This design comes from an exercise in tuning for small area on the open sky130 flow, not from production work.
In this exercise RTL edits were held to simulation tests only and were not proved equivalent to the original.
No driver is modelled on the clock port, so clocking that relies on it looks cheaper here than on a real chip.
No activity file was given, so power comes from the tool's default toggle rates.

<file path="flow/run.sh">
#!/bin/bash
# The standard ORFS layout (standard.sh), changed only in how it sizes:
#  - synthesis: synth_recipe.tcl unchanged, but ABC maps the logic for area
#    (flow/synth_area.tcl, flow/abc_area.script),
#  - port buffers made of the smallest buffer cell,
#  - a clock tree of small clock buffers without dummy loads,
#  - no timing repair at floorplan (there are no synthesis buffers to remove),
#  - placement and global-route repair kept to small buffers
#    (flow/small_bufs.tcl),
#  - gates with spare setup slack downsized after placement repair and after
#    CTS (flow/recover_area.tcl).
# make's output goes to make_finish.log; each ORFS step keeps its own log
# under orfs/logs/.
set -euo pipefail
export FLOW_SYNTH_TCL="$PWD/synth_recipe.tcl"
export AREA_ABC_SCRIPT="$PWD/flow/abc_area.script"
export BUFFER_PORTS_ARGS="-buffer_cell sky130_fd_sc_hd__buf_1"
export CTS_ARGS="-sink_clustering_enable -repair_clock_nets -dont_use_dummy_load -buf_list sky130_fd_sc_hd__clkbuf_4 -sink_clustering_size 10 -sink_clustering_max_diameter 50"
export REMOVE_ABC_BUFFERS=1
export PRE_RESIZE_TCL="$PWD/flow/small_bufs.tcl"
export PRE_GLOBAL_ROUTE_TCL="$PWD/flow/small_bufs.tcl"
export POST_RESIZE_TCL="$PWD/flow/recover_area.tcl"
export POST_CTS_TCL="$PWD/flow/recover_area.tcl"
bash standard.sh SYNTH_SCRIPT="$PWD/flow/synth_area.tcl" finish > make_finish.log 2>&1
</file>
<file path="flow/recover_area.tcl">
# After CTS: downsize gates on paths that have setup slack to spare, then
# legalize the placement again.
log_cmd estimate_parasitics -placement
log_cmd repair_timing -recover_power 100 -verbose
set result [catch { detailed_placement } msg]
if { $result != 0 } {
  error "Detailed placement after area recovery failed: $msg"
}
check_placement -verbose
</file>
<file path="standard.sh">
#!/bin/bash
# synth_recipe.tcl (not shown) runs the flow's synth.tcl, then flattens the netlist and writes it again
# the make line also repeats each setting of config.mk as NAME=value (left out here)
make -C /OpenROAD-flow-scripts/flow DESIGN_CONFIG=/design/flow/config.mk WORK_HOME=/design/flow/orfs CLKGATE_MAP_FILE= SYNTH_SCRIPT=/design/flow/synth_recipe.tcl "${@:-finish}"
</file>
<file path="flow/abc_area.script">
&get -n
&st
&syn2
&dch -f
&nf -a
&put
topo
stime -c
</file>
<file path="flow/small_bufs.tcl">
# Keep repair to the smaller buffers: it then builds buffer trees of small
# cells instead of single large ones.
set_dont_use [get_lib_cells {sky130_fd_sc_hd__buf_6 sky130_fd_sc_hd__buf_8 sky130_fd_sc_hd__buf_12 sky130_fd_sc_hd__buf_16 sky130_fd_sc_hd__bufbuf_8 sky130_fd_sc_hd__bufbuf_16 sky130_fd_sc_hd__clkbuf_8 sky130_fd_sc_hd__clkbuf_16}]
</file>
<file path="constraint.sdc">
create_clock -name core_clock -period 4.0 [get_ports {aclk}]
set_input_delay 0.8000 -clock core_clock [delete_from_list [all_inputs] [get_ports {aclk}]]
set_output_delay 0.8000 -clock core_clock [all_outputs]
set_load 0.01 [all_outputs]
</file>
<file path="flow/synth_area.tcl">
# The standard synthesis (synth_recipe.tcl, sourced unchanged), with one
# change: ABC maps the combinational logic for area (flow/abc_area.script)
# instead of ORFS's delay-driven script. The flip-flops are mapped by
# dfflibmap before ABC runs, so they are exactly the standard synthesis's.
proc abc {args} {
  set i [lsearch -exact $args -script]
  if { $i >= 0 } { lset args [expr {$i + 1}] $::env(AREA_ABC_SCRIPT) }
  yosys abc {*}$args
}
source $::env(FLOW_SYNTH_TCL)
</file>
<file path="design.v">
`timescale 1ns/1ps
module sentinel_core (
    input  logic        aclk,
    input  logic        aresetn,
    input  logic [63:0] s_axis_tdata,
    input  logic        s_axis_tvalid,
    input  logic        s_axis_tlast,
    output logic        s_axis_tready,
    output logic [63:0] m_axis_tdata,
    output logic        m_axis_tvalid,
    output logic        m_axis_tlast,
    input  logic        m_axis_tready,
    input  logic [31:0] s_axil_awaddr,
    input  logic        s_axil_awvalid,
    output logic        s_axil_awready,
    input  logic [31:0] s_axil_wdata,
    input  logic        s_axil_wvalid,
    output logic        s_axil_wready,
    output logic [1:0]  s_axil_bresp,
    output logic        s_axil_bvalid,
    input  logic        s_axil_bready,
    input  logic [31:0] s_axil_araddr,
    input  logic        s_axil_arvalid,
    output logic        s_axil_arready,
    output logic [31:0] s_axil_rdata,
    output logic [1:0]  s_axil_rresp,
    output logic        s_axil_rvalid,
    input  logic        s_axil_rready
);
    localparam logic [31:0] LIMIT_RST = 32'd1000;
    logic [31:0] ctrl_q;       
    logic        ctrl_f;
    logic [31:0] shadow_q;     
    logic        shadow_f;
    logic [31:0] alim_q;       
    logic        alim_f;
    logic [63:0] snap_q;       
    logic        snap_f;
    logic [31:0] vcount;
    logic        vpend;
    logic        awr;          
    logic        bvalid;
    logic        arr;
    logic        rvalid;
    logic [31:0] rdata;
    logic        valid_reg;
    logic        last_reg;
    logic [63:0] data_reg;
    logic [31:0] vcount_now;
    logic [3:0]  vbyte_ones;
    logic [3:0]  vbyte_cin;
    logic [8:0]  vcarry [4];
    always_comb begin
        for (int k = 0; k < 4; k++) vbyte_ones[k] = &vcount[8*k +: 8];
        vbyte_cin[0] = vpend;
        for (int k = 1; k < 4; k++) vbyte_cin[k] = vbyte_cin[k-1] & vbyte_ones[k-1];
        for (int k = 0; k < 4; k++) begin
            vcarry[k][0] = vbyte_cin[k];
            for (int i = 0; i < 8; i++) begin
                vcount_now[8*k+i] = vcount[8*k+i] ^ vcarry[k][i];
                vcarry[k][i+1]    = vcount[8*k+i] & vcarry[k][i];
            end
        end
    end
    wire wr      = awr & s_axil_awvalid & s_axil_wvalid;
    wire wr_ctrl = wr & (s_axil_awaddr[4:0] == 5'h00);
    wire wr_lim  = wr & (s_axil_awaddr[4:0] == 5'h04);
    always_ff @(posedge aclk or negedge aresetn) begin
        if (!aresetn) begin
            awr      <= 1'b0;
            bvalid   <= 1'b0;
            ctrl_f   <= 1'b0;
            shadow_f <= 1'b0;
        end else begin
            awr    <= ~awr & s_axil_awvalid & s_axil_wvalid;
            bvalid <= wr | (bvalid & ~s_axil_bready);
            if (wr_ctrl) ctrl_f   <= 1'b1;
            if (wr_lim)  shadow_f <= 1'b1;
        end
    end
    always_ff @(posedge aclk) begin
        if (wr_ctrl) ctrl_q   <= s_axil_wdata;
        if (wr_lim)  shadow_q <= s_axil_wdata;
    end
    wire enable = ~ctrl_f | ctrl_q[0];
    wire [4:0] ra = s_axil_araddr[4:0];
    wire ld_r  = ~rvalid;
    wire sel_c = ld_r & (ra == 5'h00);
    wire sel_l = ld_r & (ra == 5'h04);
    wire sel_v = ld_r & (ra == 5'h08);
    wire sel_s = ld_r & snap_f & (ra == 5'h0C);
    wire sel_h = ld_r & snap_f & (ra == 5'h10);
    wire sel_cq = sel_c & ctrl_f;
    wire sel_lq = sel_l & shadow_f;
    wire [31:0] rst_val = ({32{sel_c & ~ctrl_f}} & 32'd1) | ({32{sel_l & ~shadow_f}} & LIMIT_RST);
    wire [31:0] rnext = ({32{rvalid}} & rdata)
                      | ({32{sel_cq}} & ctrl_q)
                      | ({32{sel_lq}} & shadow_q)
                      | ({32{sel_v}} & vcount_now)
                      | ({32{sel_s}} & snap_q[31:0])
                      | ({32{sel_h}} & snap_q[63:32])
                      | rst_val;
    always_ff @(posedge aclk or negedge aresetn) begin
        if (!aresetn) begin
            arr    <= 1'b0;
            rvalid <= 1'b0;
        end else begin
            arr    <= ~arr & s_axil_arvalid;
            rvalid <= (arr & s_axil_arvalid & ~rvalid) | (rvalid & ~s_axil_rready);
        end
    end
    always_ff @(posedge aclk) rdata <= rnext;
    wire upd = (s_axis_tlast & s_axis_tvalid & m_axis_tready) | ~s_axis_tvalid | ~enable;
    always_ff @(posedge aclk or negedge aresetn) begin
        if (!aresetn) alim_f <= 1'b0;
        else if (upd) alim_f <= shadow_f;
    end
    always_ff @(posedge aclk) begin
        if (upd) alim_q <= shadow_q;
    end
    wire [39:0] amount = s_axis_tdata[39:0];
    wire hi_nz   = |amount[39:32];
    logic [7:0] bg, bl;
    logic [3:0] g1, l1;
    logic [1:0] g2, l2;
    always_comb begin
        for (int k = 0; k < 8; k++) begin
            logic cg, cl;
            cg = 1'b0;
            cl = 1'b0;
            for (int i = 4*k; i < 4*k + 4; i++) begin
                cg = (amount[i] & ~alim_q[i]) | (amount[i] & cg) | (~alim_q[i] & cg);
                cl = (~amount[i] & alim_q[i]) | (~amount[i] & cl) | (alim_q[i] & cl);
            end
            bg[k] = cg;
            bl[k] = cl;
        end
        for (int i = 0; i < 4; i++) begin
            g1[i] = bg[2*i+1] | (~bl[2*i+1] & bg[2*i]);
            l1[i] = bl[2*i+1] | (~bg[2*i+1] & bl[2*i]);
        end
        for (int i = 0; i < 2; i++) begin
            g2[i] = g1[2*i+1] | (~l1[2*i+1] & g1[2*i]);
            l2[i] = l1[2*i+1] | (~g1[2*i+1] & l1[2*i]);
        end
    end
    wire gt_q    = hi_nz | g2[1] | (~l2[1] & g2[0]);
    wire gt_rst  = hi_nz | (amount[31:0] > LIMIT_RST);
    wire viol    = enable & (alim_f ? gt_q : gt_rst);
    wire ld      = m_axis_tready | ~valid_reg;
    wire snap_we = ld & s_axis_tvalid & viol;
    always_ff @(posedge aclk or negedge aresetn) begin
        if (!aresetn) begin
            valid_reg <= 1'b0;
            vcount    <= 32'd0;
            vpend     <= 1'b0;
            snap_f    <= 1'b0;
        end else begin
            if (ld) valid_reg <= s_axis_tvalid & ~viol;
            vcount <= vcount_now;
            vpend  <= snap_we;
            if (snap_we) snap_f <= 1'b1;
        end
    end
    always_ff @(posedge aclk) begin
        if (ld) begin
            data_reg <= s_axis_tdata;
            last_reg <= s_axis_tlast;
        end
        if (snap_we) snap_q <= s_axis_tdata;
    end
    assign s_axis_tready  = m_axis_tready;
    assign m_axis_tvalid  = valid_reg;
    assign m_axis_tdata   = data_reg;
    assign m_axis_tlast   = last_reg;
    assign s_axil_awready = awr;
    assign s_axil_wready  = awr;
    assign s_axil_bvalid  = bvalid;
    assign s_axil_bresp   = 2'b00;
    assign s_axil_arready = arr;
    assign s_axil_rvalid  = rvalid;
    assign s_axil_rdata   = rdata;
    assign s_axil_rresp   = 2'b00;
endmodule
</file>
<file path="config.mk">
export PLATFORM = sky130hd
export DESIGN_NAME = sentinel_core
export DESIGN_NICKNAME = sentinel_core
export VERILOG_FILES = /design/flow/design.v
export SDC_FILE = /design/flow/constraint.sdc
export NUM_CORES = 4
export LEC_CHECK = 0
export CAP_MARGIN = 20
export CORE_MARGIN = 2
export CORE_UTILIZATION = 40
export GPL_TIMING_DRIVEN = 0
export SLEW_MARGIN = 20
</file>
==> results of run 1 <==
-- power by group through the flow --
stage,registers (W),clock network [W],logic (W)
6_report,0.00358,0.00137,0.000420
5_1_grt,0.00360,0.00157,0.000466
3_5_place_dp,0.00365,0,0.000424
3_3_place_gp,0.00368,0,0.000383
2_1_floorplan,0.00368,0,0.000151
-- per-stage QoR --
step | setup TNS, ns | worst slack [ns] | util [%] | hold WS, ns
5_1_grt | 0 | 0.00728 | 47.3 | 0.0543
6_report | 0 | 0.381 | 47.3 | 0.0944
3_5_place_dp | -15.74 | -0.444 | 46.0 | 0.432
3_3_place_gp | -759.72 | -8.15 | 45.5 | 0.421
2_1_floorplan | -223.18 | -3.41 | - | 0.418
-- cells in the mapped netlist, types with 5 or more instances --
cell / number
ha_1: 28
buf_4: 6
nor2b_1: 22
nand3_1: 10
nor2_1: 11
dfrtp_1: 42
a21oi_1: 15
nand4_1: 5
nand2_1: 44
nor3_1: 9
a222oi_1: 57
nor4_1: 10
clkinv_1: 21
nand2b_1: 19
edfxtp_1: 225
dfxtp_1: 32
o21ai_0: 6
a221oi_1: 9
maj3_1: 5
-- metal layers --
metal	wire, µm	share of wire (%)
met1	11400	45
met4	595	2.3
met3	1830	7.2
met5	0	0
met2	11800	46
-- worst max-delay path, cell delays in order, from the launching register on --
cell	delay [ns]
edfxtp_1	0.36
nand2b_1	0.16
maj3_1	0.35
o21ai_0	0.19
a21oi_1	0.17
nor3_1	0.33
o221ai_1	0.18
a31oi_1	0.31
nor3b_4	0.53
buf_2	0.37
clkbuf_1	0.31
-- how the worst max path moves through the flow --
stage / start / endpoint / depth (start not counted)
floorplan: s_axis_tdata[13] / vpend / 8
global placement: s_axis_tdata[0] / vpend / 9
detailed placement: s_axis_tdata[0] / snap_q[50] / 11
global route: alim_q[0] / snap_q[27] / 10
finish: alim_q[0] / snap_q[27] / 10
-- cell families after synthesis --
kind of cell             after synthesis  share of synthesized area (%)
flip-flops                           299                           78.9
AND/OR/NAND/NOR                      141                           6.83
AO/OA/AOI/OAI                        112                           8.93
adder cells (fa/ha/maj)               33                           3.74
buffers and inverters                 27                           1.16
XOR/XNOR                               4                          0.327
other                                  1                         0.0350
multiplexers                           1                          0.105
-- layout make-up --
type,count,area [µm²]
inverters,21,82.6
fillers,2347,13800
well taps,335,419
clock buffers,38,285
flip-flops and latches,299,8450
diodes,2,5.00
repair buffers,249,981
multi-input cells,295,2180
==> metrics.yaml, run 1 <==
final_common_cell: "edfxtp_1"
cts_sinks: 299
dp_hpwl_mm: 18.1
routabilityCongestion: 0.723
synth_area_um2: 10700
grt.busiest_layer: "met2"
gr-usage-met3_pct: 4.02
slew_violations: 0
antenna_found_initial: 1
p_leak_nw: 4.53
dieArea_um2: 28100
fin_nets: 1102
rrSetupSlack_ns: 0.38
vias: 6668
rows: 59
end_kind: "flop"
setup_viol: 0
grt.met2_usage_pct: 28.8
die_height_um: 168
grt_use_total_pct: 18.2
ir_worst_vdd_mv: 0.255
syn_inst: 618
grt_remaining_overflow: 0
seq_power_share_pct: 66.6
die_w_um: 168
critPathMaxFanout: 9
finalPower_w: 0.00537
grt_pass1_wl_mm: 39.1
hold_viol_final: 0
syn2layout_area_growth_pct: 15.8
reg2regPathDepth: 10
ys_types: 46
drive_gt1_share_pct: 7.43
power_density_nw_per_um2: 433
mostFrequentLayoutCells: "edfxtp_1 (225), buf_1 (209), a222oi_1 (57), nand2_1 (44), dfrtp_1 (42)"
p_int_w: 0.00408
synthDominantCellAreaShare_pct: 63.1
max_freq_ghz: 0.276
max-slew-margin-rel_pct: 27.0
synth_ff_type: "edfxtp_1"
cts_tree: "yes"
status: "finished clean"
drt_iter0_drc: 572
skew_ns: 0.0570
yosys_warnings: 2
via_per_inst: 5.38
critPathKind: "reg2reg"
worst_pin_slew_ns: 1.09
period_share_pct: 90.5
io_pins: 278
postRouteWirelength_mm: 25.6
port-buffer-count: 219
synth_area_leader_cell: "edfxtp_1"
async_reset_ff_share_pct: 14.0
arrival_ns: 3.89
p_clk_share_pct: 25.6
net-switching-power_w: 0.00130
synth-edff-count: 225
maxCapViolCount: 0
final_area_um2: 12400
dpl_cell_area_um2: 12100
antenna_left: 0
sw_frac_of_total_pct: 24.1
cp.required_ns: 4.27
timing.rr.end: "snap_q[27]"
drt-wirelength-per-cell_um: 20.7
path_clk_slew_ns: 0.11
r2r-start: "alim_q[0]"
hold_class: "in2async"
ys_top_cells_by_area: "edfxtp_1 (63%), dfrtp_1 (9.8%), dfxtp_1 (6.0%)"
initial_core_util_pct: 40.9
power_frac_comb_pct: 7.8
use_met1_pct: 25.4
core_area_um2: 26200
rsz0062_at_grt: "false"
grt_max_degree: 68
cp-start-kind: "flop"
finalNonFillerCells: 1239
drc: 0
worstSkewPairLatency_ns: 0.64
synth_seq_area_share_pct: 78.9
min_period_ns: 3.62
grt_pass1_vias: 6797
dpl.cell_count: 1195
drtPass1Iterations: 8
postSynthAreaPerCell_um2: 17.3
synth-seq-cells: 299
==> inputs of run 2 (changes only) <==
--- a/config.mk
+++ b/config.mk
@@ -9,3 +9,3 @@
 export CORE_MARGIN = 2
-export CORE_UTILIZATION = 40
+export CORE_UTILIZATION = 50
 export GPL_TIMING_DRIVEN = 0
==> run 2 against run 1 <==
Against the previous run:
- sequential power about the same
- die area down 20%
- sequential share of layout area up 0.54 points
- critical path depth up 2
- count of clock-buffer cells in the layout down 2
- hold slack better by 0.029 ns
- core utilization up 11 points
- clock power down 4%
- critical endpoint is now snap_q[46]
- global-route usage up 4.2 points
==> metrics.yaml, run 2 <==
status: "finished clean"
drive_gt1_share_pct: 6.97  # -0.46 points
max-slew-margin-rel_pct: 32.1  # +5.1 points
p_clk_share_pct: 24.8  # -0.8 points
crit_path_cell_trace: "nand2b_1, maj3_1, o21ai_0, a21oi_1, nor3_1, o221ai_1, a31oi_1, nor3b_4, buf_2, buf_2, buf_2, clkbuf_2"
p_leak_nw: 4.52  # -0.20%
net-switching-power_w: 0.00128  # -1.4%
grt_pass1_vias: 7011  # +3.1%
whs_ns: 0.123  # +0.0288 ns
dp_hpwl_mm: 17.9  # -1.1%
period_share_pct: 93.7  # +3.3 points
synth-edff-count: 225  # unchanged
critPathKind: "reg2reg"
finalPower_w: 0.00534  # -0.70%
die_height_um: 150  # -10%
dieArea_um2: 22600  # -20%
ys_top_cells_by_area: "edfxtp_1 (63%), dfrtp_1 (9.8%), dfxtp_1 (6.0%)"
area.sequential_um2: 8450  # unchanged
grt_use_total_pct: 22.4  # +4.2 points
slowest_stage: "edfxtp_1"
final_common_cell: "edfxtp_1"
grt_remaining_overflow: 0  # unchanged
worst_pin_slew_ns: 1.01  # -0.0760 ns
core_area_um2: 21000  # -20%
drtPass1Iterations: 5  # -3
synth_ff_type: "edfxtp_1"
power_frac_comb_pct: 8.2  # +0.4 points
cts_sinks: 299  # unchanged
die_w_um: 150  # -10%
grt_pass1_wl_mm: 38.1  # -2.5%
multi_input_area_um2: 2170  # -0.46%
synth_seq_area_share_pct: 78.9  # unchanged
synth_area_leader_cell: "edfxtp_1"
hold_class: "in2async"
place_ws_ns: -0.490  # -0.0458 ns
sw_frac_of_total_pct: 24.0  # -0.17 points
ys_types: 46  # unchanged
io_pins: 278  # unchanged
via_per_inst: 5.79  # +7.6%
max_freq_ghz: 0.267  # -3.5%
syn2layout_area_growth_pct: 14.9
fin_nets: 1104  # +0.18%
syn_inst: 618  # unchanged
dpl_cell_area_um2: 12000  # -0.58%
arrival_ns: 4.06  # +0.17 ns
p_int_w: 0.00406  # -0.48%
port-buffer-count: 219  # unchanged
end_kind: "flop"
slew_violations: 0  # unchanged
yosysMostFrequentCell: "edfxtp_1"
antenna_found_initial: 2  # +1
postRouteWirelength_mm: 25.1  # -1.9%
rows: 53  # -10%
synth_commonest_cells: "edfxtp_1 (225), a222oi_1 (57), nand2_1 (44)"
maxCapViolCount: 0  # unchanged
async_reset_ff_share_pct: 14.0  # unchanged
synthDominantCellAreaShare_pct: 63.1  # unchanged
seq_power_share_pct: 67.1  # +0.5 points
drt_iter0_drc: 608  # +6.3%
ir_worst_vdd_mv: 0.272  # +6.6%
cts_tree: "yes"
skew_ns: 0.0367  # -0.0203 ns
nFillCells: 1718  # -27%
power_density_nw_per_um2: 434  # about the same
layout_setup_ws_ns: 0.250  # -0.131 ns
drc: 0  # unchanged
max_stage_delay_ns: 0.37  # -0.16 ns
initial_core_util_pct: 50.9  # +10 points
final_area_um2: 12300  # -0.79%
min_period_ns: 3.75  # +0.131 ns
cp_common_cell: "buf_2"
cp.required_ns: 4.31  # +0.04 ns
routabilityCongestion: 0.768  # +6.3%
yosys_warnings: 2  # unchanged
path_clk_slew_ns: 0.11  # about the same
antenna_left: 0  # unchanged
drt-wirelength-per-cell_um: 21.3  # +3.1%
vias: 6836  # +2.5%
postSynthAreaPerCell_um2: 17.3  # unchanged
grt_max_degree: 65  # -4.4%
synth-seq-cells: 299  # unchanged
hold_viol_final: 0  # unchanged
worstSkewPairLatency_ns: 0.64  # about the same
setup_viol: 0  # unchanged
critPathMaxFanout: 8  # -1
mostFrequentLayoutCells: "edfxtp_1 (225), buf_1 (216), a222oi_1 (57), nand2_1 (44), dfrtp_1 (42)"
synth_area_um2: 10700  # unchanged
cp-start-kind: "flop"
## run 2: worst max-delay path, delay by kind of cell, from the launching register on
family | cells | cell delay, ns
buffers and inverters | 4 | 1.12
AOI/OAI and AO/OA | 4 | 0.80
and+or+nand+nor | 3 | 0.74
DFF | 1 | 0.37
adders and majority gates | 1 | 0.37
## run 2: cell type report
class,count,share of cell area (%)
antenna,1,0.0203
clock buffer,36,2.20
inverter,21,0.651
multi-input combinational,295,17.7
sequential,299,68.6
tap,275,2.80
timing repair buffer,253,8.03
## run 2: path summary, 6_finish.rpt
| kind | startpoint | to | slack [ns] | depth (start not counted) |
|---|---|---|---|---|
| max in group asynchronous | aresetn | vcount[13] | 2.79 | 2 |
| hold reg to reg | ctrl_q[9] | rdata[9] | 0.44 | 2 |
| setup / recovery | alim_q[0] | snap_q[46] | 0.25 | 12 |
| hold / removal | aresetn | vcount[30] | 0.12 | 1 |
| setup reg to reg | alim_q[0] | snap_q[46] | 0.25 | 12 |
| min in group core_clock | s_axil_rready | rvalid | 0.33 | 2 |
## run 2: routing by layer
metal	up-vias	share of wire (%)	global-route usage (%)
met2	299	47	36.0
met5	-	0.052	0
met3	49	7.9	4.76
met4	2	2.2	7.22
li1	3095	-	-
met1	3391	42	30.9
## run 2: power by group through the flow
stage	combinational (W)	clock (W)	sequential [W]
after floorplan	0.000151	0	0.00368
after global routing	0.000480	0.00147	0.00360
after detailed placement	0.000437	0	0.00365
final	0.000435	0.00132	0.00358
after global placement	0.000379	0	0.00368
## run 2: cell families (layout without fill, tap and decap cells)
family	after synthesis	after routing	synth area share [%]
flops	299	299	78.9
mux	1	1	0.105
buf+inv	27	310	1.16
simple gates	141	141	6.83
compound gates	112	112	8.93
other cells	1	5	0.0350
xor+xnor	4	4	0.327
fa+ha+maj	33	33	3.74
## run 2: stage by stage
stage           TNS, ns  utilization (%)  std cells
3_3_place_gp    -737.26             56.3       1109
3_5_place_dp      -7.06             57.1       1138
5_1_grt        -0.00967             58.5       1180
2_1_floorplan   -223.18                -        615
6_report              0             58.5       1180
==> inputs of run 3 (changes only) <==
--- a/config.mk
+++ b/config.mk
@@ -11,2 +11,3 @@
 export GPL_TIMING_DRIVEN = 0
+export PLACE_DENSITY = 0.7
 export SLEW_MARGIN = 20
==> run 3 against run 2 <==
Against the previous run:
- first-iteration DRC count increased by 7.1%
- wire length decreased by 2.1%
- count of clock-buffer cells in the layout increased by 1
- design area increased by 0.10%
- core utilization increased by 0.060 points
- register-to-register slack improved by 0.07 ns
- global-route usage decreased by 0.61 points
- clock power about the same
- sequential share of layout area decreased by 0.070 points
- flip-flop and latch count unchanged
==> metrics.yaml, run 3 <==
setup_viol: 0  # unchanged
p_clk_share_pct: 25.1  # +0.3 points
synth-edff-count: 225  # unchanged
maxCapViolCount: 0  # unchanged
synth_area_um2: 10700  # unchanged
critPathMaxFanout: 8  # unchanged
antenna_found_initial: 2  # unchanged
ys_types: 46  # unchanged
area.sequential_um2: 8450  # unchanged
async_reset_ff_share_pct: 14.0  # unchanged
p_int_w: 0.00407  # +0.25%
layout_setup_ws_ns: 0.300  # +0.0497 ns
crit_buf_inv: 5  # +1
syn2layout_area_growth_pct: 15.0
cp-start-kind: "primary input"
dp_hpwl_mm: 17.4  # -2.8%
path_clk_slew_ns: 0.11  # about the same
synth_seq_area_share_pct: 78.9  # unchanged
yosysMostFrequentCell: "edfxtp_1"
rows: 53  # unchanged
mostFrequentLayoutCells: "edfxtp_1 (225), buf_1 (213), a222oi_1 (57), nand2_1 (44), dfrtp_1 (42)"
initial_core_util_pct: 50.9  # unchanged
min_period_ns: 3.70  # -0.0497 ns
seq_power_share_pct: 67.0  # about the same
max-slew-margin-rel_pct: 29.1  # -3.0 points
drtPass1Iterations: 6  # +1
grt_max_degree: 68  # +4.6%
die_height_um: 150  # unchanged
critPathKind: "in2reg"
net-switching-power_w: 0.00129  # +0.98%
ys_top_cells_by_area: "edfxtp_1 (63%), dfrtp_1 (9.8%), dfxtp_1 (6.0%)"
crit_family: "compound AO/OA/AOI/OAI gates"
rsz0062_at_grt: "false"
max_freq_ghz: 0.270  # +1.3%
skew_ns: 0.0618  # +0.0252 ns
cp_common_cell: "buf_2"
grt_use_total_pct: 21.8  # -0.61 points
postRouteWirelength_mm: 24.6  # -2.1%
final_common_cell: "edfxtp_1"
worst_pin_slew_ns: 1.06  # +0.0528 ns
setup_tns_ns: 0  # unchanged
cp.required_ns: 4.25  # -0.06 ns
antenna_left: 0  # unchanged
postSynthAreaPerCell_um2: 17.3  # unchanged
power_frac_comb_pct: 7.9  # -0.3 points
hold_viol_final: 0  # unchanged
drt_iter0_drc: 651  # +7.1%
sw_frac_of_total_pct: 24.1  # +0.13 points
synth_commonest_cells: "edfxtp_1 (225), a222oi_1 (57), nand2_1 (44)"
synth_ff_type: "edfxtp_1"
synthDominantCellAreaShare_pct: 63.1  # unchanged
routabilityCongestion: 0.760  # -1.1%
cts_tree: "yes"
status: "finished clean"
p_leak_nw: 4.52  # -0.17%
slowest_stage: "nor3b_4"
drt-wirelength-per-cell_um: 20.9  # -1.8%
cts_sinks: 299  # unchanged
ir_worst_vdd_mv: 0.271  # -0.25%
rrSetupSlack_ns: 0.32  # +0.07 ns
io_pins: 278  # unchanged
core_area_um2: 21000  # unchanged
synth-seq-cells: 299  # unchanged
arrival_ns: 3.95  # -0.11 ns
grt_remaining_overflow: 0  # unchanged
power_density_nw_per_um2: 435  # +0.32%
crit_path_cell_trace: "buf_1, clkinv_1, o311ai_0, a31oi_1, o21ai_0, o221ai_1, a31oi_2, nor3b_4, buf_2, buf_2, buf_2"
grt_pass1_wl_mm: 36.9  # -3.2%
nFillCells: 1670  # -2.8%
end_kind: "flop"
worstSkewPairLatency_ns: 0.63  # about the same
multi_input_area_um2: 2200  # +1.2%
hold_class: "in2async"
yosys_warnings: 2  # unchanged
dieArea_um2: 22600  # unchanged
place_ws_ns: -0.534  # -0.0445 ns
period_share_pct: 92.5  # -1.2 points
grt_pass1_vias: 6542  # -6.7%
drive_gt1_share_pct: 7.11  # +0.14 points
syn_inst: 618  # unchanged
max_stage_delay_ns: 0.44  # +0.07 ns
drc: 0  # unchanged
slew_violations: 0  # unchanged
die_w_um: 150  # unchanged
vias: 6718  # -1.7%
via_per_inst: 5.71  # -1.4%
port-buffer-count: 219  # unchanged
synth_area_leader_cell: "edfxtp_1"
fin_nets: 1100  # -0.36%
run 3: cell types whose count changed in the layout (fill, tap and decap cells not counted), sizes merged:
| cell | previous run | this run |
|---|---|---|
| buf | 229 | 225 |
run 3: worst register-to-register path, stage by stage, from the launching register on:
cell	delay (ns)
edfxtp_1	0.38
nor2b_1	0.15
o311ai_0	0.32
a31oi_1	0.13
o21ai_0	0.43
o221ai_1	0.24
a31oi_2	0.37
nor3b_4	0.44
buf_2	0.31
buf_2	0.26
buf_2	0.28
run 3: power by group through the flow:
| stage | registers (W) | clock network (W) | logic, W |
|---|---|---|---|
| detailed placement | 0.00365 | 0 | 0.000425 |
| finish | 0.00359 | 0.00135 | 0.000424 |
| global placement | 0.00368 | 0 | 0.000376 |
| floorplan | 0.00368 | 0 | 0.000151 |
| global route | 0.00360 | 0.00150 | 0.000469 |
run 3: layout make-up:
type | count | area share [%]
timing repair buffer | 248 | 7.84
antenna | 1 | 0.0203
multi-input combinational | 295 | 17.8
sequential | 299 | 68.6
tap | 275 | 2.79
inverter | 21 | 0.670
clock buffer | 37 | 2.25
run 3: routing by layer:
layer	track usage, %	wire length, µm	vias up
met5	0	12	-
met2	34.8	11600	304
li1	-	-	3082
met1	30.8	10600	3294
met3	4.45	1940	36
met4	5.90	444	2
run 3: final timing paths:
kind	start	to	cells past startpoint
min in group core_clock	s_axil_bready	bvalid	2
max in group asynchronous	aresetn	vcount[13]	2
worst max register to register	alim_q[25]	snap_q[20]	10
worst min-delay path	aresetn	vcount[5]	1
worst max-delay path	s_axis_tdata[24]	snap_q[20]	11
worst min register to register	shadow_q[20]	alim_q[20]	0
run 3: stage by stage:
step	utilization [%]	hold WS [ns]	instances	total power [W]	area (µm²)
after global routing	58.6	0.160	1176	0.00557	12300
after global placement	56.3	0.422	1109	0.00406	11800
after detailed placement	57.1	0.428	1136	0.00408	12000
after floorplan	-	0.418	615	0.00383	10700
final	58.6	0.160	1176	0.00536	12300
run 3: cells by family (layout without fill, tap and decap cells):
group,after synthesis,in the layout,share of synthesized area (%)
flip-flops,299,299,78.9
AND/OR/NAND/NOR,141,141,6.83
AO/OA/AOI/OAI,112,112,8.93
adder cells (fa/ha/maj),33,33,3.74
buffers and inverters,27,306,1.16
XOR/XNOR,4,4,0.327
other,1,5,0.0350
multiplexers,1,1,0.105
==> inputs of run 4 (changes only) <==
--- a/flow/run.sh
+++ b/flow/run.sh
@@ -10,3 +10,4 @@
 #  - gates with spare setup slack downsized after placement repair and after
-#    CTS (flow/recover_area.tcl).
+#    CTS (flow/recover_area.tcl), and again after global routing (ORFS's
+#    own RECOVER_POWER step).
 # make's output goes to make_finish.log; each ORFS step keeps its own log
@@ -23,2 +24,3 @@
 export POST_CTS_TCL="$PWD/flow/recover_area.tcl"
+export RECOVER_POWER=100
 bash standard.sh SYNTH_SCRIPT="$PWD/flow/synth_area.tcl" finish > make_finish.log 2>&1
--- a/config.mk
+++ b/config.mk
@@ -11,3 +11,2 @@
 export GPL_TIMING_DRIVEN = 0
-export PLACE_DENSITY = 0.7
 export SLEW_MARGIN = 20
==> run 4 against run 3 <==
Against the previous run:
- the layout now fails its checks (capacitance limit, slew limit)
- clock power about the same
- design area down 0.18%
- wire length up 2.3%
- total power down 0.38%
- worst setup slack worse by 0.042 ns
- sequential share of layout area up 0.13 points
- sequential power about the same
- maximum frequency down 1.1%
==> metrics.yaml, run 4 <==
port-buffer-count: 219  # unchanged
synth-seq-cells: 299  # unchanged
dieArea_um2: 22600  # unchanged
io_pins: 278  # unchanged
drc: 0  # unchanged
postRouteWirelength_mm: 25.2  # +2.3%
ys_top_cells_by_area: "edfxtp_1 (63%), dfrtp_1 (9.8%), dfxtp_1 (6.0%)"
core_area_um2: 21000  # unchanged
net-switching-power_w: 0.00128  # -0.79%
critPathMaxFanout: 8  # unchanged
syn_inst: 618  # unchanged
syn2layout_area_growth_pct: 14.8
finalPower_w: 0.00534  # -0.38%
yosysMostFrequentCell: "edfxtp_1"
cp-start-kind: "flop"
synthAdderAreaFrac_pct: 3.74  # unchanged
p_leak_nw: 4.51  # about the same
rows: 53  # unchanged
min_period_ns: 3.74  # +0.0416 ns
synth_xor_area_share_pct: 0.327  # unchanged
postSynthAreaPerCell_um2: 17.3  # unchanged
status: "complete, but fails checks"
place_ws_ns: -0.490  # +0.0445 ns
hold_class: "in2reg"
setup_viol: 0  # unchanged
max-slew-margin-rel_pct: -31.5  # -61 points
worstHoldStart: "s_axil_rready"
so_faults: "capacitance limit, slew limit"
end_kind: "flop"
drive_gt1_share_pct: 6.53  # -0.58 points
power_density_nw_per_um2: 434  # -0.20%
worstSkewPairLatency_ns: 0.64  # about the same
initial_core_util_pct: 50.9  # unchanged
drt_iter0_drc: 601  # -7.7%
yosys_warnings: 2  # unchanged
antenna_found_initial: 2  # unchanged
r2r-start: "alim_q[0]"
path_clk_slew_ns: 0.10  # about the same
ir_worst_vdd_mv: 0.270  # -0.38%
timing.rr.end: "snap_q[46]"
grt_max_degree: 65  # -4.4%
worst_pin_slew_ns: 1.97  # +0.909 ns
synth_area_leader_cell: "edfxtp_1"
layout_setup_ws_ns: 0.258  # -0.0416 ns
via_per_inst: 5.78  # +1.2%
drtPass1Iterations: 8  # +2
vias: 6822  # +1.5%
period_share_pct: 93.5  # +1.0 points
final_common_cell: "edfxtp_1"
synth_ff_type: "edfxtp_1"
synth_commonest_cells: "edfxtp_1 (225), a222oi_1 (57), nand2_1 (44)"
cts_sinks: 299  # unchanged
arrival_ns: 4.05  # +0.10 ns
async_reset_ff_share_pct: 14.0  # unchanged
sw_frac_of_total_pct: 24.0  # -0.099 points
grt_pass1_wl_mm: 38.1  # +3.3%
antenna_left: 0  # unchanged
synth_top_family_by_area: "compound AO/OA/AOI/OAI gates"
synthSimpleGateAreaFrac_pct: 6.83  # unchanged
reg2regPathDepth: 12  # +2
synthMuxAreaShare_pct: 0.105  # unchanged
worstHoldPathCells: 2
mostFrequentLayoutCells: "edfxtp_1 (225), buf_1 (213), a222oi_1 (57), nand2_1 (44), dfrtp_1 (42)"
whs_ns: 0.333  # +0.174 ns
die_height_um: 150  # unchanged
grt_pass1_vias: 7011  # +7.2%
synth_seq_area_share_pct: 78.9  # unchanged
drt-wirelength-per-cell_um: 21.3  # +1.9%
cp.required_ns: 4.31  # +0.06 ns
skew_ns: 0.0360  # -0.0258 ns
p_clk_share_pct: 24.8  # -0.3 points
routabilityCongestion: 0.768  # +1.1%
power_frac_comb_pct: 8.2  # +0.3 points
synth-compound-area-share_pct: 8.93  # unchanged
synth-edff-count: 225  # unchanged
cts_tree: "yes"
hold_viol_final: 0  # unchanged
slew_violations: 33  # +33
synthDominantCellAreaShare_pct: 63.1  # unchanged
seq_power_share_pct: 67.0  # about the same
p_int_w: 0.00406  # -0.25%
rrSetupSlack_ns: 0.26  # -0.06 ns
grt_use_total_pct: 22.4  # +0.61 points
synth_area_um2: 10700  # unchanged
grt_remaining_overflow: 0  # unchanged
fin_nets: 1104  # +0.36%
hold_end: "rvalid"
max_freq_ghz: 0.267  # -1.1%
ys_types: 46  # unchanged
dp_hpwl_mm: 17.9  # +2.9%
die_w_um: 150  # unchanged
maxCapViolCount: 1  # +1
critPathKind: "reg2reg"
-- run 4: cell families after synthesis --
kind of cell             count (synthesis)
AO/OA/AOI/OAI                          112
XOR/XNOR                                 4
adder cells (fa/ha/maj)                 33
buffers and inverters                   27
flip-flops                             299
multiplexers                             1
other                                    1
AND/OR/NAND/NOR                        141
-- run 4: worst max path at each step --
stage / startpoint / to / cells past startpoint
after floorplan: s_axis_tdata[13] / vpend / 8
after global placement: s_axis_tdata[1] / vpend / 9
after detailed placement: s_axis_tdata[1] / snap_q[46] / 13
after global routing: alim_q[0] / snap_q[46] / 12
final: alim_q[0] / snap_q[46] / 12
-- run 4: metrics by stage --
| step | util [%] | TNS [ns] | instance area, µm² | instances |
|---|---|---|---|---|
| after detailed placement | 57.1 | -7.06 | 12000 | 1138 |
| after floorplan | - | -223.18 | 10700 | 615 |
| after global placement | 56.3 | -737.26 | 11800 | 1109 |
| final | 58.5 | 0 | 12300 | 1180 |
| after global routing | 58.5 | -0.00967 | 12300 | 1180 |
-- run 4: critical path, stage by stage (launching register included) --
cell and delay [ns]:
edfxtp_1 0.38, nand2b_1 0.16, maj3_1 0.37, o21ai_0 0.18, a21oi_1 0.15, nor3_1 0.23, o221ai_1 0.16, a31oi_1 0.31
nor3b_4 0.35, buf_2 0.28, buf_2 0.27, buf_2 0.28, clkbuf_2 0.28
-- run 4: area by class of cell --
type / instances / area, µm²
multi-input combinational: 295 / 2170
clock buffer: 36 / 270
tap: 275 / 344
timing repair buffer: 253 / 978
sequential: 299 / 8450
inverter: 21 / 80.1
fill: 1722 / 8720
antenna: 1 / 2.50
-- run 4: power by group through the flow --
stage | sequential, W | combinational, W | clock [W]
2_1_floorplan | 0.00368 | 0.000151 | 0
3_3_place_gp | 0.00368 | 0.000379 | 0
3_5_place_dp | 0.00365 | 0.000437 | 0
5_1_grt | 0.00360 | 0.000479 | 0.00147
6_report | 0.00358 | 0.000437 | 0.00132
-- run 4: routing by layer --
metal | GRT usage [%] | routed length [µm] | part of all wire, %
met5 | 0 | 13 | 0.052
met4 | 7.22 | 531 | 2.1
met3 | 4.76 | 1870 | 7.4
met2 | 36.0 | 12100 | 48
met1 | 30.9 | 10600 | 42
==> inputs of run 5 (changes only) <==
--- a/flow/run.sh
+++ b/flow/run.sh
@@ -10,4 +10,3 @@
 #  - gates with spare setup slack downsized after placement repair and after
-#    CTS (flow/recover_area.tcl), and again after global routing (ORFS's
-#    own RECOVER_POWER step).
+#    CTS (flow/recover_area.tcl).
 # make's output goes to make_finish.log; each ORFS step keeps its own log
@@ -18,3 +17,3 @@
 export BUFFER_PORTS_ARGS="-buffer_cell sky130_fd_sc_hd__buf_1"
-export CTS_ARGS="-sink_clustering_enable -repair_clock_nets -dont_use_dummy_load -buf_list sky130_fd_sc_hd__clkbuf_4 -sink_clustering_size 10 -sink_clustering_max_diameter 50"
+export CTS_ARGS='-sink_clustering_enable -repair_clock_nets -dont_use_dummy_load -buf_list {sky130_fd_sc_hd__clkbuf_2 sky130_fd_sc_hd__clkbuf_4} -sink_clustering_size 10 -sink_clustering_max_diameter 50'
 export REMOVE_ABC_BUFFERS=1
@@ -24,3 +23,2 @@
 export POST_CTS_TCL="$PWD/flow/recover_area.tcl"
-export RECOVER_POWER=100
 bash standard.sh SYNTH_SCRIPT="$PWD/flow/synth_area.tcl" finish > make_finish.log 2>&1
--- a/config.mk
+++ b/config.mk
@@ -9,3 +9,3 @@
 export CORE_MARGIN = 2
-export CORE_UTILIZATION = 50
+export CORE_UTILIZATION = 40
 export GPL_TIMING_DRIVEN = 0
==> run 5 against run 4 <==
Against the previous run:
- the run now finishes clean
- die area grew 24%
- final cell count grew 5.0%
- combinational power shrank 4%
- area after synthesis is the same
- sequential power is essentially flat
- total power grew 0.66%
- wire length grew 1.8%
- core utilization shrank 11 points
- synthesized cell count is the same
- maximum frequency grew 3.4%
- register-to-register slack gained 0.12 ns
- largest power group unchanged
==> metrics.yaml, run 5 <==
yosys_warnings: 2  # unchanged
arrival_ns: 3.89  # -0.16 ns
drtPass1Iterations: 8  # unchanged
cts_sinks: 299  # unchanged
drt-wirelength-per-cell_um: 20.7  # -3.1%
grt_pass1_vias: 6797  # -3.1%
setup_viol: 0  # unchanged
end_kind: "flop"
grt_remaining_overflow: 0  # unchanged
synth_seq_area_share_pct: 78.9  # unchanged
synth_area_leader_cell: "edfxtp_1"
synth_commonest_cells: "edfxtp_1 (225), a222oi_1 (57), nand2_1 (44)"
cts_tree: "yes"
period_share_pct: 90.5  # -3.1 points
max_freq_ghz: 0.276  # +3.4%
p_leak_nw: 4.53  # +0.47%
synth-edff-count: 225  # unchanged
initial_core_util_pct: 40.9  # -10 points
io_pins: 278  # unchanged
status: "finished clean"
maxCapViolCount: 0  # -1
critPathMaxFanout: 9  # +1
grt_pass1_wl_mm: 39.1  # +2.6%
postSynthAreaPerCell_um2: 17.3  # unchanged
drt_iter0_drc: 572  # -4.8%
skew_ns: 0.0570  # +0.0210 ns
synthDominantCellAreaShare_pct: 63.1  # unchanged
dp_hpwl_mm: 18.1  # +1.1%
layout_setup_ws_ns: 0.381  # +0.123 ns
slew_violations: 0  # -100%
synth-seq-cells: 299  # unchanged
ir_worst_vdd_mv: 0.255  # -5.6%
postRouteWirelength_mm: 25.6  # +1.8%
syn_inst: 618  # unchanged
drc: 0  # unchanged
hold_viol_final: 0  # unchanged
max-slew-margin-rel_pct: 27.0  # +58 points
place_ws_ns: -0.444  # +0.0458 ns
antenna_left: 0  # unchanged
cp-start-kind: "flop"
critPathKind: "reg2reg"
routabilityCongestion: 0.723  # -5.9%
via_per_inst: 5.38  # -6.9%
ys_top_cells_by_area: "edfxtp_1 (63%), dfrtp_1 (9.8%), dfxtp_1 (6.0%)"
core_area_um2: 26200  # +25%
port-buffer-count: 219  # unchanged
vias: 6668  # -2.3%
power_density_nw_per_um2: 433  # -0.21%
antenna_found_initial: 1  # -1
die_height_um: 168  # +11%
final_common_cell: "edfxtp_1"
rsz0062_at_grt: "false"
yosysMostFrequentCell: "edfxtp_1"
dpl.cell_count: 1195  # +5.0%
ys_types: 46  # unchanged
fin_nets: 1102  # -0.18%
cp.required_ns: 4.27  # -0.04 ns
path_clk_slew_ns: 0.11  # about the same
grt_use_total_pct: 18.2  # -4.2 points
dieArea_um2: 28100  # +24%
rows: 59  # +11%
min_period_ns: 3.62  # -0.123 ns
worstSkewPairLatency_ns: 0.64  # about the same
drive_gt1_share_pct: 7.43  # +0.90 points
synth_ff_type: "edfxtp_1"
async_reset_ff_share_pct: 14.0  # unchanged
finalNonFillerCells: 1239  # +5.0%
die_w_um: 168  # +11%
syn2layout_area_growth_pct: 15.8
worst_pin_slew_ns: 1.09  # -0.885 ns
hold_class: "in2async"
fin_util_pct: 47.3  # -11 points
grt_max_degree: 68  # +4.6%
synth_area_um2: 10700  # unchanged
mostFrequentLayoutCells: "edfxtp_1 (225), buf_1 (209), a222oi_1 (57), nand2_1 (44), dfrtp_1 (42)"
-- run 5: cell count changes in the layout (fill, tap and decap cells not counted), sizes merged --
cell,before,now
buf,224,222
diode,1,2
-- run 5: final cells by class --
type	instances	area, µm²
Fill cell	2347	13800
Sequential cell	299	8450
Multi-Input combinational cell	295	2180
Timing Repair Buffer	249	981
Tap cell	335	419
Clock buffer	38	285
Inverter	21	82.6
Antenna cell	2	5.00
-- run 5: power breakdown --
| group | total, W | internal (W) | switching [W] | leakage (nW) |
|---|---|---|---|---|
| Sequential | 0.00358 | 0.00349 | 0.0000877 | 3.03 |
| Clock | 0.00137 | 0.000440 | 0.000933 | 0.175 |
| Combinational | 0.000420 | 0.000143 | 0.000277 | 1.33 |
-- run 5: metrics by stage --
step | instance area, µm² | hold WS [ns] | power [W] | TNS (ns)
2_1_floorplan | 10700 | 0.418 | 0.00383 | -223.18
3_3_place_gp | 11900 | 0.421 | 0.00407 | -759.72
3_5_place_dp | 12100 | 0.432 | 0.00408 | -15.74
5_1_grt | 12400 | 0.0543 | 0.00563 | 0
6_report | 12400 | 0.0944 | 0.00537 | 0
-- run 5: worst paths after layout --
kind                               start         end  slack [ns]  depth (start not counted)
min                              aresetn  vcount[23]        0.09                          1
min reg2reg                   snap_q[24]   rdata[24]        0.43                          2
max                            alim_q[0]  snap_q[27]        0.38                         10
max reg2reg                    alim_q[0]  snap_q[27]        0.38                         10
min in group core_clock    s_axil_bready      bvalid        0.35                          2
max in group asynchronous        aresetn  vcount[26]        2.98                          3
-- run 5: metal layers --
metal | GRT usage [%] | share of wire (%)
met5 | 0 | 0
met4 | 5.75 | 2.3
met3 | 4.02 | 7.2
met2 | 28.8 | 46
met1 | 25.4 | 45
-- run 5: logic make-up (layout without fill, tap and decap cells) --
group                    after synthesis  count (layout)  share of synthesized area, %
buffers and inverters                 27             308                          1.16
other                                  1               6                        0.0350
AO/OA/AOI/OAI                        112             112                          8.93
multiplexers                           1               1                         0.105
AND/OR/NAND/NOR                      141             141                          6.83
flip-flops                           299             299                          78.9
adder cells (fa/ha/maj)               33              33                          3.74
XOR/XNOR                               4               4                         0.327
-- run 5: worst max-delay path: stages (launching register included) --
cell      delay (ns)
edfxtp_1        0.36
nand2b_1        0.16
maj3_1          0.35
o21ai_0         0.19
a21oi_1         0.17
nor3_1          0.33
o221ai_1        0.18
a31oi_1         0.31
nor3b_4         0.53
buf_2           0.37
clkbuf_1        0.31
==> inputs of run 6 (changes only) <==
--- a/flow/run.sh
+++ b/flow/run.sh
@@ -17,3 +17,3 @@
 export BUFFER_PORTS_ARGS="-buffer_cell sky130_fd_sc_hd__buf_1"
-export CTS_ARGS='-sink_clustering_enable -repair_clock_nets -dont_use_dummy_load -buf_list {sky130_fd_sc_hd__clkbuf_2 sky130_fd_sc_hd__clkbuf_4} -sink_clustering_size 10 -sink_clustering_max_diameter 50'
+export CTS_ARGS="-sink_clustering_enable -repair_clock_nets -dont_use_dummy_load -buf_list sky130_fd_sc_hd__clkbuf_4 -sink_clustering_size 10 -sink_clustering_max_diameter 50"
 export REMOVE_ABC_BUFFERS=1
==> flow/small_bufs.tcl (replaced) <==
# Keep placement repair to the smaller buffers: it then builds buffer trees
# of small cells instead of single large ones.
set_dont_use [get_lib_cells {sky130_fd_sc_hd__buf_6 sky130_fd_sc_hd__buf_8 sky130_fd_sc_hd__buf_12 sky130_fd_sc_hd__buf_16 sky130_fd_sc_hd__bufbuf_8 sky130_fd_sc_hd__bufbuf_16}]
==> run 6 against run 5 <==
Against the previous run:
- clock power barely moved
- largest cell class unchanged
- register-to-register slack about the same
- largest power group unchanged
- final cell count unchanged
- global-route usage unchanged
- flip-flop and latch count unchanged
- via count about the same
- highest routed layer unchanged
- core utilization increased by 0.20 points
- critical endpoint unchanged
- clock skew is essentially flat
==> metrics.yaml, run 6 <==
critPathLaunch: "alim_q[0]"
postRouteWirelength_mm: 25.6  # about the same
synth_ff_type: "edfxtp_1"
max_freq_ghz: 0.276  # about the same
setup_viol: 0  # unchanged
grt_pass1_vias: 6797  # unchanged
die_w_um: 168  # unchanged
cp.required_ns: 4.27  # about the same
drt-wirelength-per-cell_um: 20.7  # about the same
drc: 0  # unchanged
crit_path_cell_trace: "nand2b_1, maj3_1, o21ai_0, a21oi_1, nor3_1, o221ai_1, a31oi_1, nor3b_4, buf_2, clkbuf_1"
synth_commonest_cells: "edfxtp_1 (225), a222oi_1 (57), nand2_1 (44)"
arrival_ns: 3.89  # about the same
slowest_stage: "nor3b_4"
mostFrequentLayoutCells: "edfxtp_1 (225), buf_1 (209), a222oi_1 (57), nand2_1 (44), dfrtp_1 (42)"
end_kind: "flop"
core_area_um2: 26200  # unchanged
status: "finished clean"
worst_pin_slew_ns: 1.07  # -0.0133 ns
async_reset_ff_share_pct: 14.0  # unchanged
cts_sinks: 299  # unchanged
grt_remaining_overflow: 0  # unchanged
nFillCells: 2341  # -0.26%
antenna_left: 0  # unchanged
slew_violations: 0  # unchanged
syn_inst: 618  # unchanged
ys_top_cells_by_area: "edfxtp_1 (63%), dfrtp_1 (9.8%), dfxtp_1 (6.0%)"
maxCapViolCount: 0  # unchanged
min_period_ns: 3.62  # -0.00137 ns
drt_iter0_drc: 608  # +6.3%
grt_max_degree: 68  # unchanged
hold_viol_final: 0  # unchanged
io_pins: 278  # unchanged
drtPass1Iterations: 5  # -3
antenna_found_initial: 1  # unchanged
p_leak_nw: 4.56  # +0.61%
r2r-start: "alim_q[0]"
power_density_nw_per_um2: 432  # -0.35%
period_share_pct: 90.4  # about the same
routabilityCongestion: 0.723  # unchanged
dieArea_um2: 28100  # unchanged
synth_area_leader_cell: "edfxtp_1"
grt_pass1_wl_mm: 39.1  # unchanged
postSynthAreaPerCell_um2: 17.3  # unchanged
port-buffer-count: 219  # unchanged
grt_use_total_pct: 18.2  # unchanged
path_clk_slew_ns: 0.11  # about the same
dpl.cell_count: 1195  # unchanged
rows: 59  # unchanged
worstSkewPairLatency_ns: 0.64  # about the same
via_per_inst: 5.38  # about the same
fin_util_pct: 47.5  # +0.20 points
rrSetupSlack_ns: 0.38  # about the same
crit_end: "snap_q[27]"
synth-seq-cells: 299  # unchanged
yosysMostFrequentCell: "edfxtp_1"
cts_tree: "yes"
rsz0062_at_grt: "false"
max-slew-margin-rel_pct: 27.9  # +0.89 points
yosys_warnings: 2  # unchanged
ys_types: 46  # unchanged
skew_ns: 0.0573  # +0.000295 ns
syn2layout_area_growth_pct: 16.3
dp_hpwl_mm: 18.1  # unchanged
finalNonFillerCells: 1239  # unchanged
die_height_um: 168  # unchanged
critPathMaxFanout: 9  # unchanged
hold_class: "in2async"
fin_nets: 1102  # unchanged
critPathKind: "reg2reg"
vias: 6669  # +0.015%
initial_core_util_pct: 40.9  # unchanged
cp-start-kind: "flop"
ir_worst_vdd_mv: 0.255  # about the same
final_common_cell: "edfxtp_1"
synth_seq_area_share_pct: 78.9  # unchanged
synth_area_um2: 10700  # unchanged
synth-edff-count: 225  # unchanged
max_stage_delay_ns: 0.53  # about the same
synthDominantCellAreaShare_pct: 63.1  # unchanged
setup_tns_ns: 0  # unchanged
timing.rr.end: "snap_q[27]"
reg2regPathDepth: 10  # unchanged
drive_gt1_share_pct: 7.43  # unchanged
-- run 6: cell types whose count changed in the layout (fill, tap and decap cells not counted), sizes merged --
cell,change
clkbuf,+3
buf,-3
-- run 6: area by class of cell --
cell class                 count  area [µm²]  area share, %
sequential                   299        8450           67.8
multi-input combinational    295        2180           17.5
timing repair buffer         249        1030           8.30
tap                          335         419           3.36
clock buffer                  38         285           2.29
inverter                      21        82.6          0.663
antenna                        2        5.00         0.0402
-- run 6: layer usage --
metal,GRT usage [%],vias to the layer above,part of all wire [%]
li1,-,3095,-
met1,25.4,3255,45
met2,28.8,272,46
met3,4.02,47,6.8
met4,5.75,0,2.3
met5,0,-,0
-- run 6: how the worst min path moves through the flow --
stage / startpoint / end / slack [ns] / depth (start not counted)
3_5_place_dp: ctrl_q[6] / rdata[6] / 0.43 / 2
2_1_floorplan: ctrl_q[3] / rdata[3] / 0.42 / 2
3_3_place_gp: ctrl_q[9] / rdata[9] / 0.42 / 2
6_report: aresetn / vcount[23] / 0.09 / 1
5_1_grt: aresetn / vcount[23] / 0.05 / 1
-- run 6: kinds of logic after synthesis --
kind of cell | share of synthesized area (%)
buffers and inverters | 1.16
multiplexers | 0.105
AND/OR/NAND/NOR | 6.83
other | 0.0350
XOR/XNOR | 0.327
adder cells (fa/ha/maj) | 3.74
AO/OA/AOI/OAI | 8.93
flip-flops | 78.9
-- run 6: power by group --
part           total, W  switching (W)  leakage [nW]  internal, W
Combinational  0.000422       0.000277          1.36     0.000145
Sequential      0.00358      0.0000890          3.03      0.00349
Clock           0.00137       0.000933         0.175     0.000440
Total           0.00538        0.00130          4.56      0.00408
-- run 6: worst max-delay path, delay by kind of cell (launching register included) --
kind / cells / cell delay [ns]
adders and majority gates: 1 / 0.35
AOI/OAI and AO/OA: 4 / 0.85
buffers and inverters: 2 / 0.68
and+or+nand+nor: 3 / 1.02
DFF: 1 / 0.36
-- run 6: per-stage QoR --
stage          area [µm²]  power [W]  hold WS [ns]  worst slack (ns)
6_report            12500    0.00538        0.0947             0.382
5_1_grt             12500    0.00564        0.0543           0.00728
3_5_place_dp        12100    0.00408         0.432            -0.444
3_3_place_gp        11900    0.00407         0.421             -8.15
2_1_floorplan       10700    0.00383         0.418             -3.41
==> inputs of run 7 (changes only) <==
--- a/flow/run.sh
+++ b/flow/run.sh
@@ -6,5 +6,3 @@
 #  - a clock tree of small clock buffers without dummy loads,
-#  - no timing repair at floorplan (there are no synthesis buffers to remove),
-#  - placement and global-route repair kept to small buffers
-#    (flow/small_bufs.tcl),
+#  - placement repair kept to small buffers (flow/small_bufs.tcl),
 #  - gates with spare setup slack downsized after placement repair and after
@@ -18,5 +16,3 @@
 export CTS_ARGS="-sink_clustering_enable -repair_clock_nets -dont_use_dummy_load -buf_list sky130_fd_sc_hd__clkbuf_4 -sink_clustering_size 10 -sink_clustering_max_diameter 50"
-export REMOVE_ABC_BUFFERS=1
 export PRE_RESIZE_TCL="$PWD/flow/small_bufs.tcl"
-export PRE_GLOBAL_ROUTE_TCL="$PWD/flow/small_bufs.tcl"
 export POST_RESIZE_TCL="$PWD/flow/recover_area.tcl"
==> run 7 against run 6 <==
Against the previous run:
- critical endpoint is now snap_q[18]
- largest cell class unchanged
- global-route usage grew 0.58 points
- still clean on timing, DRC and antenna
- highest routed layer is now met5
- count of clock-buffer cells in the layout grew 1
- synthesized cell count is the same
- final cell count grew 0.32%
- area after synthesis is the same
- first-iteration DRC count grew 20%
==> metrics.yaml, run 7 <==
status: "finished clean"
period_share_pct: 91.4  # +0.91 points
max_stage_delay_ns: 0.53  # about the same
path_clk_slew_ns: 0.11  # about the same
whs_ns: 0.0821  # -0.0126 ns
synth_ff_type: "edfxtp_1"
min_period_ns: 3.65  # +0.0365 ns
grt_max_degree: 68  # unchanged
rows: 59  # unchanged
p_leak_nw: 4.59  # +0.64%
crit_path_cell_trace: "clkbuf_1, clkinv_1, o311ai_0, a31oi_1, o21ai_0, o221ai_1, a31oi_1, nor3b_4, buf_4, buf_4, buf_4"
die_w_um: 168  # unchanged
yosysMostFrequentCell: "edfxtp_1"
drt-wirelength-per-cell_um: 21.3  # +3.2%
layout_setup_ws_ns: 0.346  # -0.0365 ns
fin_nets: 1107  # +0.45%
yosys_warnings: 2  # unchanged
grt_pass1_wl_mm: 39.9  # +2.2%
drtPass1Iterations: 6  # +1
cp_common_cell: "buf_4"
grt_remaining_overflow: 0  # unchanged
ir_worst_vdd_mv: 0.234  # -8.4%
port-buffer-count: 219  # unchanged
ys_top_cells_by_area: "edfxtp_1 (63%), dfrtp_1 (9.8%), dfxtp_1 (6.0%)"
skew_ns: 0.0934  # +0.0361 ns
drive_gt1_share_pct: 8.16  # +0.73 points
synth_area_leader_cell: "edfxtp_1"
grt_pass1_vias: 6904  # +1.6%
antenna_left: 0  # unchanged
worst_pin_slew_ns: 1.11  # +0.0391 ns
synth-edff-count: 225  # unchanged
crit_family: "compound AO/OA/AOI/OAI gates"
r2r-start: "alim_q[0]"
hold_viol_final: 0  # unchanged
drc: 0  # unchanged
synth_commonest_cells: "edfxtp_1 (225), a222oi_1 (57), nand2_1 (44)"
cts_sinks: 299  # unchanged
dieArea_um2: 28100  # unchanged
timing.rr.end: "snap_q[18]"
critPathKind: "in2reg"
hold_class: "in2async"
cp.required_ns: 4.32  # +0.05 ns
rrSetupSlack_ns: 0.36  # -0.02 ns
final_common_cell: "edfxtp_1"
synth-seq-cells: 299  # unchanged
postSynthAreaPerCell_um2: 17.3  # unchanged
crit_buf_inv: 5  # +3
cts_tree: "yes"
max_freq_ghz: 0.274  # -1.0%
routabilityCongestion: 0.723  # about the same
io_pins: 278  # unchanged
synth_seq_area_share_pct: 78.9  # unchanged
place_ws_ns: -0.348  # +0.0960 ns
end_kind: "flop"
slowest_stage: "nor3b_4"
arrival_ns: 3.97  # +0.08 ns
power_density_nw_per_um2: 432  # about the same
syn2layout_area_growth_pct: 16.9
die_height_um: 168  # unchanged
syn_inst: 618  # unchanged
maxCapViolCount: 0  # unchanged
mostFrequentLayoutCells: "edfxtp_1 (225), buf_1 (211), a222oi_1 (57), nand2_1 (44), dfrtp_1 (42)"
rsz0062_at_grt: "false"
drt_iter0_drc: 732  # +20%
core_area_um2: 26200  # unchanged
reg2regPathDepth: 11  # +1
vias: 6765  # +1.4%
postRouteWirelength_mm: 26.5  # +3.5%
synthDominantCellAreaShare_pct: 63.1  # unchanged
max-slew-margin-rel_pct: 25.3  # -2.6 points
finalPower_w: 0.00541  # +0.56%
slew_violations: 0  # unchanged
dp_hpwl_mm: 18.8  # +3.8%
critPathMaxFanout: 13  # +4
grt_use_total_pct: 18.8  # +0.58 points
worstSkewPairLatency_ns: 0.66  # +0.02 ns
via_per_inst: 5.44  # +1.1%
ys_types: 46  # unchanged
cp-start-kind: "primary input"
synth_area_um2: 10700  # unchanged
setup_viol: 0  # unchanged
initial_core_util_pct: 40.9  # unchanged
async_reset_ff_share_pct: 14.0  # unchanged
antenna_found_initial: 4  # +3
-- run 7: worst max path at each step --
stage | startpoint | to | cells past startpoint
floorplan | s_axil_awaddr[1] | ctrl_q[0] | 2
global placement | rvalid | rdata[15] | 5
detailed placement | s_axis_tdata[24] | snap_q[22] | 11
global route | s_axis_tdata[24] | snap_q[18] | 11
finish | s_axis_tdata[24] | snap_q[18] | 11
-- run 7: logic make-up after synthesis --
| logic type | count (synthesis) | share of synthesized area (%) |
|---|---|---|
| AO/OA/AOI/OAI | 112 | 8.93 |
| XOR/XNOR | 4 | 0.327 |
| adder cells (fa/ha/maj) | 33 | 3.74 |
| buffers and inverters | 27 | 1.16 |
| flip-flops | 299 | 78.9 |
| multiplexers | 1 | 0.105 |
| other | 1 | 0.0350 |
| AND/OR/NAND/NOR | 141 | 6.83 |
-- run 7: power breakdown --
| group | switching, W | total, W | internal (W) |
|---|---|---|---|
| combinational | 0.000285 | 0.000440 | 0.000155 |
| clock | 0.000931 | 0.00138 | 0.000450 |
| sequential | 0.0000927 | 0.00359 | 0.00349 |
-- run 7: stage by stage --
step | instance area, µm² | TNS, ns | instances | utilization, %
floorplan | 10700 | -5.86 | 621 | -
global placement | 12000 | -418.50 | 1175 | 45.7
detailed placement | 12100 | -5.61 | 1199 | 46.3
global route | 12500 | 0 | 1243 | 47.8
finish | 12500 | 0 | 1243 | 47.8
-- run 7: layout make-up --
class,count,area (µm²)
tap,335,419
buffer,6,45.0
antenna,1,2.50
fill,2322,13700
timing repair buffer,247,1040
multi-input combinational,295,2200
inverter,21,82.6
sequential,299,8450
clock buffer,39,293
-- run 7: layer usage --
metal  vias to the layer above  wire, µm  GRT usage, %
met5                         -        39             0
met4                         6       697          6.28
met3                        61      1850          4.33
met2                       271     12500          30.7
met1                      3320     11400          25.1
li1                       3107         -             -

==> port drivers added, routing unchanged <==
Ports are ideal in the flow. The routed layouts listed here were re-timed in OpenROAD.
Step 1: set_driving_cell puts a clkbuf_16 on aclk and a buf_2 on each other input, an assumption about the parent block.
Step 2 moves the port delays by t, midway between the first and last clock arrival at a register: inputs arrive t later, outputs are due t later. That takes back most of the time a late clock gives input paths.
Three values: ideal ports, drivers, drivers and shift; two values: the first two.
run	t (ns)	slack for setup (ns)	worst setup path at the end	latest minus earliest clock arrival (ns)
run 1	0.655	0.381 / 0.381 / -0.218	input to register	0.057 / 0.057
run 2	0.667	0.250 / 0.250 / -0.336	input to register	0.036 / 0.037
run 3	0.635	0.300 / 0.312 / -0.323	input to register	0.068 / 0.067
run 4	0.663	0.258 / 0.258 / -0.337	input to register	0.036 / 0.036
run 5	0.655	0.381 / 0.381 / -0.218	input to register	0.057 / 0.057
run 6	0.655	0.382 / 0.382 / -0.228	input to register	0.057 / 0.057
run 7	0.654	0.346 / 0.356 / -0.289	input to register	0.094 / 0.093
The setup slack of run 7, which loses most, moves by +0.010 ns with the drivers and by -0.635 ns with both steps.
